From an optimization exercise on the open Yosys and OpenROAD flow, aimed at small area; shortcuts taken in it are not production practice.
Only simulation tests tie the RTL to the original design; equivalence was not proved.
Power is estimated from default activity; no workload was simulated.

==> design/flow/design.v <==
`timescale 1ns / 1ps
module ButtonController(
    input i_clk,
    input i_reset,
    input i_button,
    output o_button
    );
    parameter   PUSHED = 1'b1,
                RELEASED = 1'b0,
                TRUE = 1'b1,
                FALSE = 1'b0;
    parameter   DEBOUNCE = 100;
    reg r_prevState;
    reg [31:0] r_counter;
    reg r_button;
    assign o_button = r_button;
    always @(posedge i_clk or posedge i_reset) begin
        if (i_reset) begin
            r_prevState <= RELEASED;
            r_counter <= 0;
            r_button <= FALSE;
        end
        else begin
            if (i_button == PUSHED && r_prevState == RELEASED && r_counter < DEBOUNCE) begin
                r_counter <= r_counter + 1;
                r_button <= FALSE;
            end
            else if (i_button == PUSHED && r_prevState == RELEASED && r_counter == DEBOUNCE) begin
                r_prevState <= PUSHED;
                r_counter <= 0;
                r_button <= FALSE;
            end
            else if (i_button == RELEASED && r_prevState == PUSHED && r_counter < DEBOUNCE) begin
                r_counter <= r_counter + 1;
                r_button <= FALSE;
            end
            else if (i_button == RELEASED && r_prevState == PUSHED && r_counter == DEBOUNCE) begin
                r_prevState <= RELEASED;
                r_counter <= 0;
                r_button <= TRUE;
            end
            else begin
                r_button <= FALSE;
            end
        end
    end
endmodule
`timescale 1ns / 1ps
module ClockDivider_1Hz(
    input i_clk,
    input i_reset,
    output o_tick
    );
    reg r_clk;
    reg [31:0] r_counter;
    assign o_tick = (r_counter == 2_500 - 1) && !r_clk;
    always @(posedge i_clk or posedge i_reset) begin
        if (i_reset) begin
            r_clk <= 1'b0;
            r_counter <= 0;
        end
        else begin
            if (r_counter == 2_500 - 1) begin
                r_clk <= ~r_clk;
                r_counter <= 0;
            end
            else begin
                r_counter <= r_counter + 1;
            end
        end
    end
endmodule
`timescale 1ns / 1ps
module ClockDivider_1KHz(
    input i_clk,
    input i_reset,
    output o_tick
    );
    reg r_clk;
    reg [31:0] r_counter;
    assign o_tick = (r_counter == 50 - 1) && !r_clk;
    always @(posedge i_clk or posedge i_reset) begin
        if (i_reset) begin
            r_clk <= 1'b0;
            r_counter <= 0;
        end
        else begin
            if (r_counter == 50 - 1) begin
                r_clk <= ~r_clk;
                r_counter <= 0;
            end
            else begin
                r_counter <= r_counter + 1;
            end
        end
    end
endmodule
`timescale 1ns / 1ps
module ClockDivider_1MHz(
    input i_clk,
    input i_reset,
    output o_tick
    );
    reg r_clk;
    reg [5:0] r_counter;
    assign o_tick = (r_counter == 49) && !r_clk;
    always @(posedge i_clk or posedge i_reset) begin
        if(i_reset) begin
            r_clk <= 1'b0;
            r_counter <= 0;
        end
        else begin
            if(r_counter == 49) begin
                r_clk <= ~r_clk;
                r_counter <= 0;
            end
            else begin
                r_counter <= r_counter + 1;
            end
        end
    end
endmodule
`timescale 1ns / 1ps
module Counter_1s(
    input i_clk,
    input i_reset,
    input i_tick,
    input i_button_C,
    output [31:0] o_downCount
    );
    reg [31:0] r_downCount;
    assign o_downCount = r_downCount;
    always @(posedge i_clk or posedge i_reset) begin
        if(i_reset) r_downCount <= 0;
        else if (i_button_C)    r_downCount <= 0;
        else if (i_tick) r_downCount <= r_downCount + 1;
    end
endmodule
`timescale 1ns / 1ps
module Counter_FND(
    input i_clk,
    input i_reset,
    input i_tick,
    output [1:0] o_counter
    );
    reg [1:0] r_counter;
    assign o_counter = r_counter;
    always @(posedge i_clk or posedge i_reset) begin
        if (i_reset) begin
            r_counter <= 0;
        end
        else begin
            if (i_tick) r_counter <= r_counter + 1;
        end
    end
endmodule
`timescale 1ns / 1ps
module Counter_Fan(
    input i_clk,
    input i_reset,
    input i_tick,
    output [9:0] o_counter
    );
    reg [9:0] r_counter;
    assign o_counter = r_counter;
    always @(posedge i_clk or posedge i_reset) begin
        if(i_reset) begin
            r_counter <= 0;
        end
        else if (i_tick) begin
            if(r_counter == 999) begin
                r_counter <= 0;
            end
            else begin
                r_counter <= r_counter + 1;
            end
        end
    end
endmodule
`timescale 1ns / 1ps
module Decoder_2x4(
    input [1:0] i_digitPosition,
    output [3:0] o_Digit
    );
    reg [3:0] r_Digit;
    assign o_Digit = r_Digit;
    always @(*) begin
        case (i_digitPosition)
            2'b00 : r_Digit = 4'b1110;
            2'b01 : r_Digit = 4'b1101;
            2'b10 : r_Digit = 4'b1111;
            2'b11 : r_Digit = 4'b0111;
        endcase
    end
endmodule
`timescale 1ns / 1ps
module FSM_FAN(
    input i_clk,
    input i_reset,
    input i_button_R,
    input i_button_L,
    input i_button_D,
    output [1:0] o_fanState
    );
    parameter   S_FAN_0 = 2'b00,
                S_FAN_1 = 2'b01,
                S_FAN_2 = 2'b10,
                S_FAN_3 = 2'b11;
    reg [1:0] curState;
    reg [1:0] nextState;
    reg [1:0] r_fanState;
    assign o_fanState = r_fanState;
    always @(posedge i_clk or posedge i_reset) begin
        if(i_reset) curState <= S_FAN_0;
        else        curState <= nextState;
    end
    always @(i_button_D or i_button_R or i_button_L or curState) begin
        case (curState)
            S_FAN_0 : begin
                if(i_button_R)      nextState <= S_FAN_1;
                else                nextState <= S_FAN_0;
            end
            S_FAN_1 : begin
                if(i_button_D)      nextState <= S_FAN_0;
                else if(i_button_R) nextState <= S_FAN_2;
                else if(i_button_L) nextState <= S_FAN_0;
                else                nextState <= S_FAN_1;
            end
            S_FAN_2 : begin
                if(i_button_D)      nextState <= S_FAN_0;
                else if(i_button_R) nextState <= S_FAN_3;
                else if(i_button_L) nextState <= S_FAN_1;
                else                nextState <= S_FAN_2;
            end
            S_FAN_3 : begin
                if(i_button_D)      nextState <= S_FAN_0;
                else if(i_button_L) nextState <= S_FAN_2;
                else                nextState <= S_FAN_3;
            end
        endcase
    end
    always @(curState) begin
        case(curState)
            S_FAN_0 : r_fanState <= S_FAN_0;
            S_FAN_1 : r_fanState <= S_FAN_1;
            S_FAN_2 : r_fanState <= S_FAN_2;
            S_FAN_3 : r_fanState <= S_FAN_3;
        endcase 
    end
endmodule
`timescale 1ns / 1ps
module FSM_TIMER(
    input i_clk,
    input i_reset,
    input i_button_U,
    input i_button_C,
    input i_button_D,
    input [31:0] i_downCount,
    output [2:0] o_timerState
    );
    parameter   S_TIMER_INACTIVE    = 3'd0,    
                S_TIMER_5           = 3'd1,    
                S_TIMER_10          = 3'd2,    
                S_TIMER_15          = 3'd3,    
                S_TIMER_5_ACTIVE    = 3'd4,    
                S_TIMER_10_ACTIVE   = 3'd5,    
                S_TIMER_15_ACTIVE   = 3'd6,    
                S_TIMER_COMPLETE    = 3'd7;    
    reg [2:0] curState;
    reg [2:0] nextState;
    reg [2:0] r_timerState;
    assign o_timerState = r_timerState;
    always @(posedge i_clk or posedge i_reset) begin
        if(i_reset) curState <= S_TIMER_INACTIVE;
        else        curState <= nextState;
    end
    always @(*) begin
        case (curState)
            S_TIMER_INACTIVE : begin
                if(i_button_U)      nextState <= S_TIMER_5;
                else                nextState <= S_TIMER_INACTIVE;
            end
            S_TIMER_5 : begin
                if(i_button_U)          nextState <= S_TIMER_10;
                else if(i_button_C)     nextState <= S_TIMER_5_ACTIVE;
                else                    nextState <= S_TIMER_5;
            end
            S_TIMER_10 : begin
                if(i_button_U)          nextState <= S_TIMER_15;
                else if(i_button_C)     nextState <= S_TIMER_10_ACTIVE;
                else                    nextState <= S_TIMER_10;
            end
            S_TIMER_15 : begin
                if(i_button_U)          nextState <= S_TIMER_INACTIVE;
                else if(i_button_C)     nextState <= S_TIMER_15_ACTIVE;
                else                    nextState <= S_TIMER_15;
            end
            S_TIMER_5_ACTIVE : begin
                if(i_downCount > 4)     nextState <= S_TIMER_COMPLETE;
                else                    nextState <= S_TIMER_5_ACTIVE;
            end
            S_TIMER_10_ACTIVE : begin
                if(i_downCount > 9)    nextState <= S_TIMER_COMPLETE;
                else                    nextState <= S_TIMER_10_ACTIVE;
            end
            S_TIMER_15_ACTIVE : begin
                if(i_downCount > 14)    nextState <= S_TIMER_COMPLETE;
                else                    nextState <= S_TIMER_15_ACTIVE;
            end
            S_TIMER_COMPLETE : begin
                if(i_button_D)          nextState <= S_TIMER_INACTIVE;
                else                    nextState <= S_TIMER_COMPLETE;
            end
        endcase
    end
    always @(curState) begin
        case(curState)
            S_TIMER_INACTIVE  : r_timerState <= S_TIMER_INACTIVE;
            S_TIMER_5         : r_timerState <= S_TIMER_5;
            S_TIMER_10        : r_timerState <= S_TIMER_10;
            S_TIMER_15        : r_timerState <= S_TIMER_15;
            S_TIMER_5_ACTIVE  : r_timerState <= S_TIMER_5_ACTIVE;
            S_TIMER_10_ACTIVE : r_timerState <= S_TIMER_10_ACTIVE;
            S_TIMER_15_ACTIVE : r_timerState <= S_TIMER_15_ACTIVE;
            S_TIMER_COMPLETE  : r_timerState <= S_TIMER_COMPLETE;
        endcase
    end
endmodule
`timescale 1ns / 1ps
module ValueController(
    input [1:0] i_fanState,
    input [2:0] i_timerState,
    input [31:0] i_downCount,
    output [3:0] o_1000_value, o_100_value, o_10_value, o_1_value,
    output o_FANOnOff, o_TIMEROnOff
    );
    parameter   S_FAN_0 = 2'b00,
                S_FAN_1 = 2'b01,
                S_FAN_2 = 2'b10,
                S_FAN_3 = 2'b11;
    parameter   S_TIMER_INACTIVE    = 3'd0,    
                S_TIMER_5           = 3'd1,    
                S_TIMER_10          = 3'd2,    
                S_TIMER_15          = 3'd3,    
                S_TIMER_5_ACTIVE    = 3'd4,    
                S_TIMER_10_ACTIVE   = 3'd5,    
                S_TIMER_15_ACTIVE   = 3'd6,    
                S_TIMER_COMPLETE    = 3'd7;    
    parameter   S_FAN_OFF = 1'b0,
                S_FAN_ON  = 1'b1;
    parameter   S_TIMER_OFF = 1'b0,
                S_TIMER_ON  = 1'b1;
    reg [3:0] r_1000_value, r_100_value, r_10_value, r_1_value;
    assign o_1000_value = r_1000_value;
    assign o_100_value  = r_100_value;
    assign o_10_value   = r_10_value;
    assign o_1_value    = r_1_value;
    reg r_FANOnOff;
    assign o_FANOnOff = r_FANOnOff;
    reg r_TIMEROnOff;
    assign o_TIMEROnOff = r_TIMEROnOff;
    always @(*) begin
        r_100_value = 0;
        case(i_fanState)
            S_FAN_0 : begin
                r_1000_value = 0;
                r_FANOnOff = S_FAN_OFF;
            end
            S_FAN_1 : begin
                r_1000_value = 1;
                r_FANOnOff = S_FAN_ON;
            end
            S_FAN_2 : begin
                r_1000_value = 2;
                r_FANOnOff = S_FAN_ON;
            end
            S_FAN_3 : begin
                r_1000_value = 3;
                r_FANOnOff = S_FAN_ON;
            end
        endcase
        case(i_timerState)
            S_TIMER_INACTIVE : begin
                r_TIMEROnOff = S_TIMER_OFF;
                r_10_value = 0 / 10 % 10;
                r_1_value = 0 % 10;
            end
            S_TIMER_5 : begin
                r_TIMEROnOff = S_TIMER_OFF;
                r_10_value = 5 / 10 % 10;
                r_1_value = 5 % 10;
            end
            S_TIMER_10 : begin
                r_TIMEROnOff = S_TIMER_OFF;
                r_10_value = 10 / 10 % 10;
                r_1_value = 10 % 10;
            end
            S_TIMER_15 : begin
                r_TIMEROnOff = S_TIMER_OFF;
                r_10_value = 15 / 10 % 10;
                r_1_value = 15 % 10;
            end
            S_TIMER_5_ACTIVE : begin
                r_TIMEROnOff = S_TIMER_ON;
                r_10_value = (5 - i_downCount) / 10 % 10;
                r_1_value = (5 - i_downCount) % 10;
            end
            S_TIMER_10_ACTIVE : begin
                r_TIMEROnOff = S_TIMER_ON;
                r_10_value = (10 - i_downCount) / 10 % 10;
                r_1_value = (10 - i_downCount) % 10;
            end
            S_TIMER_15_ACTIVE : begin
                r_TIMEROnOff = S_TIMER_ON;
                r_10_value = (15 - i_downCount) / 10 % 10;
                r_1_value = (15 - i_downCount) % 10;
            end
            S_TIMER_COMPLETE : begin
                r_10_value = 0;
                r_1_value = 0;
                r_FANOnOff = S_FAN_OFF;
                r_TIMEROnOff = S_TIMER_OFF;
            end
        endcase
    end
endmodule
`timescale 1ns / 1ps
module MUX_FNDValueSel(
    input [3:0] i_1000_value, i_100_value, i_10_value, i_1_value,
    input [1:0] i_digitPosition,
    output [3:0] o_value
    );
    reg [3:0] r_value;
    assign o_value = r_value;
    always @(*) begin
        case (i_digitPosition)
            2'b00 : r_value = i_1_value;
            2'b01 : r_value = i_10_value;
            2'b10 : r_value = i_100_value;
            2'b11 : r_value = i_1000_value;
        endcase
    end
endmodule
`timescale 1ns / 1ps
module BCDToFND_Decoder(
    input [3:0] i_value,
    output [7:0] o_font
    );
    reg [7:0] r_font;
    assign o_font = r_font;
    always @(*) begin
        r_font = 8'hff;
        case (i_value)
            4'h0 : r_font = 8'hc0;
            4'h1 : r_font = 8'hf9;
            4'h2 : r_font = 8'ha4;
            4'h3 : r_font = 8'hb0;
            4'h4 : r_font = 8'h99;
            4'h5 : r_font = 8'h92;
            4'h6 : r_font = 8'h82;
            4'h7 : r_font = 8'hf8;
            4'h8 : r_font = 8'h80;
            4'h9 : r_font = 8'h98;
        endcase
    end
endmodule
`timescale 1ns / 1ps
module LightController(
    input i_FANOnOff, i_TIMEROnOff,
    input [3:0] i_1000_value,
    output [2:0] o_fanlight,
    output o_timerlight
    );
    parameter   S_FAN_OFF = 1'b0,
                S_FAN_ON  = 1'b1;
    parameter   S_TIMER_OFF = 1'b0,
                S_TIMER_ON  = 1'b1;
    reg [2:0] r_fanlight;
    assign o_fanlight = r_fanlight;
    reg r_timerlight;
    assign o_timerlight = r_timerlight;
    always @(*) begin
        case (i_FANOnOff)
            S_FAN_OFF : begin
                r_fanlight = 3'b000;
            end
            S_FAN_ON : begin
                r_fanlight = 3'b000;
                case (i_1000_value)
                    1 : r_fanlight = 3'b001;
                    2 : r_fanlight = 3'b011;
                    3 : r_fanlight = 3'b111;
                endcase
            end
        endcase
        case (i_TIMEROnOff)
            S_TIMER_OFF : begin
                r_timerlight = 1'b0;
            end
            S_TIMER_ON : begin
                r_timerlight = 1'b1;
            end
        endcase
    end
endmodule
`timescale 1ns / 1ps
module Comparator(
    input [9:0] i_counter,
    output o_fan_0, o_fan_1, o_fan_2, o_fan_3
    );
    assign o_fan_0 = (i_counter < 0)   ? 1'b1 : 1'b0;
    assign o_fan_1 = (i_counter < 222) ? 1'b1 : 1'b0;
    assign o_fan_2 = (i_counter < 444) ? 1'b1 : 1'b0;
    assign o_fan_3 = (i_counter < 666) ? 1'b1 : 1'b0;
endmodule
`timescale 1ns / 1ps
module MUX_4x1(
    input i_fan_0, i_fan_1, i_fan_2, i_fan_3,
    input i_FANOnOff,
    input [3:0] i_1000_value,
    output o_fan
    );
    parameter   S_FAN_OFF = 1'b0,
                S_FAN_ON  = 1'b1;
    reg r_fan;
    assign o_fan = r_fan;
    always @(*) begin
        r_fan = i_fan_0;
        case (i_FANOnOff)
            S_FAN_OFF : begin
                r_fan = i_fan_0;
            end
            S_FAN_ON : begin
                case(i_1000_value)
                    1 : r_fan = i_fan_1;
                    2 : r_fan = i_fan_2;
                    3 : r_fan = i_fan_3;
                endcase
            end
        endcase
    end
endmodule
`timescale 1ns / 1ps
module FanTimerTop(
    input i_clk,
    input i_reset,
    input i_button_R,
    input i_button_L,
    input i_button_D,
    input i_button_U,
    input i_button_C,
    output [3:0] o_FND_Digit,
    output [7:0] o_FND_Font,
    output [2:0] o_fanlight,
    output o_timerlight,
    output o_fan
    );
    wire w_1KHz_tick;
    ClockDivider_1KHz ClockDivider_1KHz(
        .i_clk(i_clk),
        .i_reset(i_reset),
        .o_tick(w_1KHz_tick)
    );
    wire [1:0] w_digitPosition;
    Counter_FND Counter_FND(
        .i_clk(i_clk),
        .i_reset(i_reset),
        .i_tick(w_1KHz_tick),
        .o_counter(w_digitPosition)
    );
    Decoder_2x4 Decoder_2x4(
        .i_digitPosition(w_digitPosition),
        .o_Digit(o_FND_Digit)
    );
    wire w_button_R;
    ButtonController Button_R(
        .i_clk(i_clk),
        .i_reset(i_reset),
        .i_button(i_button_R),
        .o_button(w_button_R)
    );
    wire w_button_L;
    ButtonController Button_L(
        .i_clk(i_clk),
        .i_reset(i_reset),
        .i_button(i_button_L),
        .o_button(w_button_L)
    );
    wire w_button_D;
    ButtonController Button_D(
        .i_clk(i_clk),
        .i_reset(i_reset),
        .i_button(i_button_D),
        .o_button(w_button_D)
    );
    wire w_button_U;
    ButtonController Button_U(
        .i_clk(i_clk),
        .i_reset(i_reset),
        .i_button(i_button_U),
        .o_button(w_button_U)
    );
    wire w_button_C;
    ButtonController Button_C(
        .i_clk(i_clk),
        .i_reset(i_reset),
        .i_button(i_button_C),
        .o_button(w_button_C)
    );
    wire [1:0] w_fanState;
    FSM_FAN FSM_FAN(
        .i_clk(i_clk),
        .i_reset(i_reset),
        .i_button_R(w_button_R),
        .i_button_L(w_button_L),
        .i_button_D(w_button_D),
        .o_fanState(w_fanState)
    );
    wire [31:0] w_downCount;
    wire [2:0] w_timerState;
    FSM_TIMER FSM_TIMER(
        .i_clk(i_clk),
        .i_reset(i_reset),
        .i_button_U(w_button_U),
        .i_button_C(w_button_C),
        .i_button_D(w_button_D),
        .i_downCount(w_downCount),
        .o_timerState(w_timerState)
    );
    wire w_1Hz_tick;
    ClockDivider_1Hz ClockDivider_1Hz(
        .i_clk(i_clk),
        .i_reset(i_reset),
        .o_tick(w_1Hz_tick)
    );
    Counter_1s Counter_1s(
        .i_clk(i_clk),
        .i_reset(i_reset),
        .i_tick(w_1Hz_tick),
        .i_button_C(w_button_C),
        .o_downCount(w_downCount)
    );
    wire [3:0] w_1000_value, w_100_value, w_10_value, w_1_value;
    wire w_FANOnOff, w_TIMEROnOff;
    ValueController ValueController(
        .i_fanState(w_fanState),
        .i_timerState(w_timerState),
        .i_downCount(w_downCount),
        .o_1000_value(w_1000_value), 
        .o_100_value(w_100_value), 
        .o_10_value(w_10_value), 
        .o_1_value(w_1_value),
        .o_FANOnOff(w_FANOnOff),
        .o_TIMEROnOff(w_TIMEROnOff)
    );
    wire [3:0] w_value;
    MUX_FNDValueSel MUX_FNDValueSel(
        .i_1000_value(w_1000_value), 
        .i_100_value(w_100_value), 
        .i_10_value(w_10_value), 
        .i_1_value(w_1_value),
        .i_digitPosition(w_digitPosition),
        .o_value(w_value)
    );
    BCDToFND_Decoder BCDToFND_Decoder(
        .i_value(w_value),
        .o_font(o_FND_Font)
    );
    LightController LightController(
        .i_FANOnOff(w_FANOnOff),
        .i_TIMEROnOff(w_TIMEROnOff),
        .i_1000_value(w_1000_value),
        .o_fanlight(o_fanlight),
        .o_timerlight(o_timerlight)
    );
    wire w_1MHz_tick;
    ClockDivider_1MHz ClockDivider_1MHz(
        .i_clk(i_clk),
        .i_reset(i_reset),
        .o_tick(w_1MHz_tick)
    );
    wire [9:0] w_counter;
    Counter_Fan Counter_Fan(
        .i_clk(i_clk),
        .i_reset(i_reset),
        .i_tick(w_1MHz_tick),
        .o_counter(w_counter)
    );
    wire w_fan_0, w_fan_1, w_fan_2, w_fan_3;
    Comparator Comparator(
        .i_counter(w_counter),
        .o_fan_0(w_fan_0), 
        .o_fan_1(w_fan_1), 
        .o_fan_2(w_fan_2), 
        .o_fan_3(w_fan_3)
    );
    MUX_4x1 MUX_4x1(
        .i_fan_0(w_fan_0), 
        .i_fan_1(w_fan_1), 
        .i_fan_2(w_fan_2), 
        .i_fan_3(w_fan_3),
        .i_FANOnOff(w_FANOnOff),
        .i_1000_value(w_1000_value),
        .o_fan(o_fan)
    );
endmodule
==> design/flow/run.sh <==
#!/bin/bash
# synth_recipe.tcl (not shown) runs the flow's synth.tcl, then flattens the netlist and writes it again
# the make line also repeats each setting of config.mk as NAME=value (left out here)
make -C /OpenROAD-flow-scripts/flow DESIGN_CONFIG=/design/flow/config.mk WORK_HOME=/design/flow/orfs CLKGATE_MAP_FILE= SYNTH_SCRIPT=/design/flow/synth_recipe.tcl finish
==> design/flow/config.mk <==
export PLATFORM = sky130hd
export DESIGN_NAME = FanTimerTop
export DESIGN_NICKNAME = FanTimerTop
export VERILOG_FILES = /design/flow/design.v
export SDC_FILE = /design/flow/constraint.sdc
export NUM_CORES = 4
export LEC_CHECK = 0
export CAP_MARGIN = 20
export CORE_MARGIN = 2
export CORE_UTILIZATION = 40
export SLEW_MARGIN = 20
==> design/flow/constraint.sdc <==
create_clock -name core_clock -period 30.0 [get_ports {i_clk}]
set_input_delay 6.0000 -clock core_clock [delete_from_list [all_inputs] [get_ports {i_clk}]]
set_output_delay 6.0000 -clock core_clock [all_outputs]
set_load 0.01 [all_outputs]
==> run summary <==
status finished clean; Starting Density 0.4021; fmax a little under 40 MHz; Synth top cells by count dfrtp_1, nor2_1, nand2_1; Power Density about 36 mW/mm²; num ports 24; post-place instance area approximately 0.023 mm²; fin cells approximately 3,400; drc violations 0; CTS root buffer clkbuf_16; fin area between 0.02 and 0.025 mm²; CTS H-tree depth 1; setup tns final 0 ps; Synth cell types approximately 140; CP peak stage delay ~880 ps; routed wl met2 ~25,000 µm; Post-Syn Area per Cell between 8 and 9 µm²; Post-CTS Setup Bufs 0; vias in the first global route between 15,000 and 20,000; critical path endpoint category primary output; Slew @ Worst Pin roughly 1000 ps; hold_ws around 380 ps; most common cell in the netlist dfrtp_1; biggest area consumer among synthesized cells dfrtp_1; layout cells sized above 1 0.08382; WP data required 24,000 ps; per-cell routed wire length 16.87 µm; skew final ~24 ps; Nets between 2,000 and 3,000; clk sink count just under 300; post-CTS sizing 0; worst slack, placed 5475 ps; Leak Pwr 10.04 nW; worst slew margin relative to its limit 0.2978; initial antenna violation count 0; Min-Delay Path Depth 0; Top Metal Used met4; largest net degree at the start of global routing approximately 140; filler instances about 5,600; Clock Path Buffers 3; standard-cell rows 88; register bit total from synthesis about 300; Port Buffer Count 21; Num CTS Buffers 30; dominant cells by area after synthesis dfrtp_1, xnor2_1, nor2_1; Pre-Repair DR Iteration Count 5; Cells after Synth approximately 2,800; Top FF cell, synth dfrtp_1; HP Class register to register; critical path peak fanout 29; placed cells about 3,300; Core Area 0.05737 mm²; top-area cell type share of the netlist area 0.3168; Design Power between 0.8 and 0.9 mW; crit share post-route 0.8466; EDFF count, synth 0; M1 WL 27,560 µm; Via density 6.073; worst setup margin between 4000 and 5000 ps; first-pass GRT wire length 95,550 µm; Total GRT Usage 0.1839; Die W around 240 µm; RSZ-0062 raised after global routing false; maxcap violations 0; Slowest cell on crit path and2_1; Initial DRC Count around 2,100; final core occ 0.4212; Synth async-reset ratio 1.000; Detail Placement HPWL a little over 40,000 µm; total grt overflow 0; WS Path Type register to primary output; R2R depth 15; Die H about 240 µm; ANT nets after route 0; sequential element share of the synthesized area 0.3168; CP arrival ~19,000 ps; drt total wl about 57,000 µm; # diodes 0; Yosys warning total 15; register clock-pin slew on the reported worst setup and hold paths roughly 60 ps; die area ~0.06 mm²; Hold Vio Cnt, Final 0; hold buffer count at CTS 0; CTS tree yes; Max Slew Vio Count 0; Syn Std Cell Area 0.02307 mm²; Tmin final around 25,000 ps; global placer's final weighted congestion 0.8915; VDD IR max 0.05709 mV; Setup violations, final 0; synthesis-to-layout area growth 4.751%; critical path launch point type register; vias approximately 20,000; routed wl met3 between 2000 and 3000 µm; Worst-Skew Late Latency around 570 ps
## per-layer routing
metal / global-route usage / up-vias
li1: - / 9879
met1: 0.2718 / 9762
met2: 0.2897 / 642
met3: 0.01866 / 85
met4: 0.03963 / 0
met5: 0 / -
## report_power, final
part | total [mW] | switching (mW) | internal, mW
combinational | 0.0419 | 0.0236 | 0.0183
clock | 0.382 | 0.157 | 0.225
sequential | 0.434 | 0.0221 | 0.412
## sequential cells by signal, summed over array words and instances, names as in the netlist, 32 cells and up
| register | flops |
|---|---|
| Button_C.r_counter | 32 |
| Button_D.r_counter | 32 |
| Button_L.r_counter | 32 |
| Button_R.r_counter | 32 |
| Button_U.r_counter | 32 |
| ClockDivider_1Hz.r_counter | 32 |
| ClockDivider_1KHz.r_counter | 32 |
| Counter_1s.r_downCount | 32 |
## path summary, 6_finish.rpt
kind                                                    startpoint                                       end  slack (ps)
min                             Button_U.r_counter[11]$_DFFE_PP0P_        Button_U.r_counter[11]$_DFFE_PP0P_         380
max in group asynchronous                                  i_reset   ClockDivider_1Hz.r_counter[4]$_DFF_PP0_       21880
min in group asynchronous                                  i_reset  ClockDivider_1MHz.r_counter[3]$_DFF_PP0_        6020
min reg2reg                     Button_U.r_counter[11]$_DFFE_PP0P_        Button_U.r_counter[11]$_DFFE_PP0P_         380
max                          Counter_1s.r_downCount[1]$_DFFE_PP0P_                             o_FND_Font[3]        4600
max reg2reg                ClockDivider_1Hz.r_counter[0]$_DFF_PP0_    Counter_1s.r_downCount[29]$_DFFE_PP0P_       26500
## cell usage in the layout, fill, tap and decap left out, types with 34 or more instances in the layout
cell type | Yosys | final
dfrtp_1 | 292 | 292
nor3_1 | 123 | 123
nand2_1 | 232 | 232
xnor2_1 | 127 | 126
o211ai_1 | 43 | 43
and3_1 | 45 | 45
xor2_1 | 72 | 72
nand3_1 | 114 | 114
nand4_1 | 62 | 62
a21oi_1 | 123 | 123
nor4_1 | 68 | 67
o21ai_0 | 107 | 107
inv_1 | 50 | 49
ha_1 | 37 | 37
a31oi_1 | 43 | 43
a211oi_1 | 35 | 34
nor2_1 | 247 | 247
## critical path: cells and delay by family (launching register included)
family / cells / cell delay (ps)
buf+inv: 3 / 860
mux: 2 / 700
fa+ha+maj: 3 / 610
compound gates: 22 / 7510
simple gates: 23 / 7970
xor+xnor: 3 / 530
flops: 1 / 570
## area by class of cell
cell class              instances  area [µm²]  area share
clock buffers                  40       848.3     0.03511
clock inverters                13       183.9    0.007611
inverters                      52       202.7    0.008388
multi-input cells            2143       14240      0.5893
flip-flops and latches        292        7307      0.3024
well taps                     765       957.2     0.03961
repair buffers                 49       424.2     0.01755
## logic make-up (layout without fill, tap and decap cells)
family / count (synthesis) / after routing / synth area share
multiplexers: 48 / 48 / 0.02224
XOR/XNOR: 203 / 203 / 0.07838
buffers and inverters: 330 / 154 / 0.06753
flip-flops: 292 / 292 / 0.3168
adder cells (fa/ha/maj): 45 / 45 / 0.02359
AND/OR/NAND/NOR: 1081 / 1081 / 0.2437
other: 1 / 2 / 0.0001626
AO/OA/AOI/OAI: 764 / 764 / 0.2476

[separate check: timing with driven ports]
The results above use ideal ports. As a check the final layout listed here was re-extracted and re-timed, cells and wires unchanged. Step 1, drivers: a clkbuf_16 drives i_clk and a buf_2 each remaining input, both assumed. Step 2, shift: input delay + t, output delay - t, t = (earliest + latest rising clock arrival at the registers) / 2. This alone moves slack from input paths to output paths. Three values: ideal ports, drivers, drivers and shift; two values: the first two.
shift t [ns]: 0.618
setup slack, ns: 4.603 / 4.544 / 5.162
hold WS [ns]: 0.376 / 0.376 / 0.376
worst setup path at the end: register to output
pins driven straight from the clock port: 1
After both steps this run still meets setup and hold. For this run, drivers alone change the setup slack by -0.059 ns; drivers and shift together by +0.559 ns.
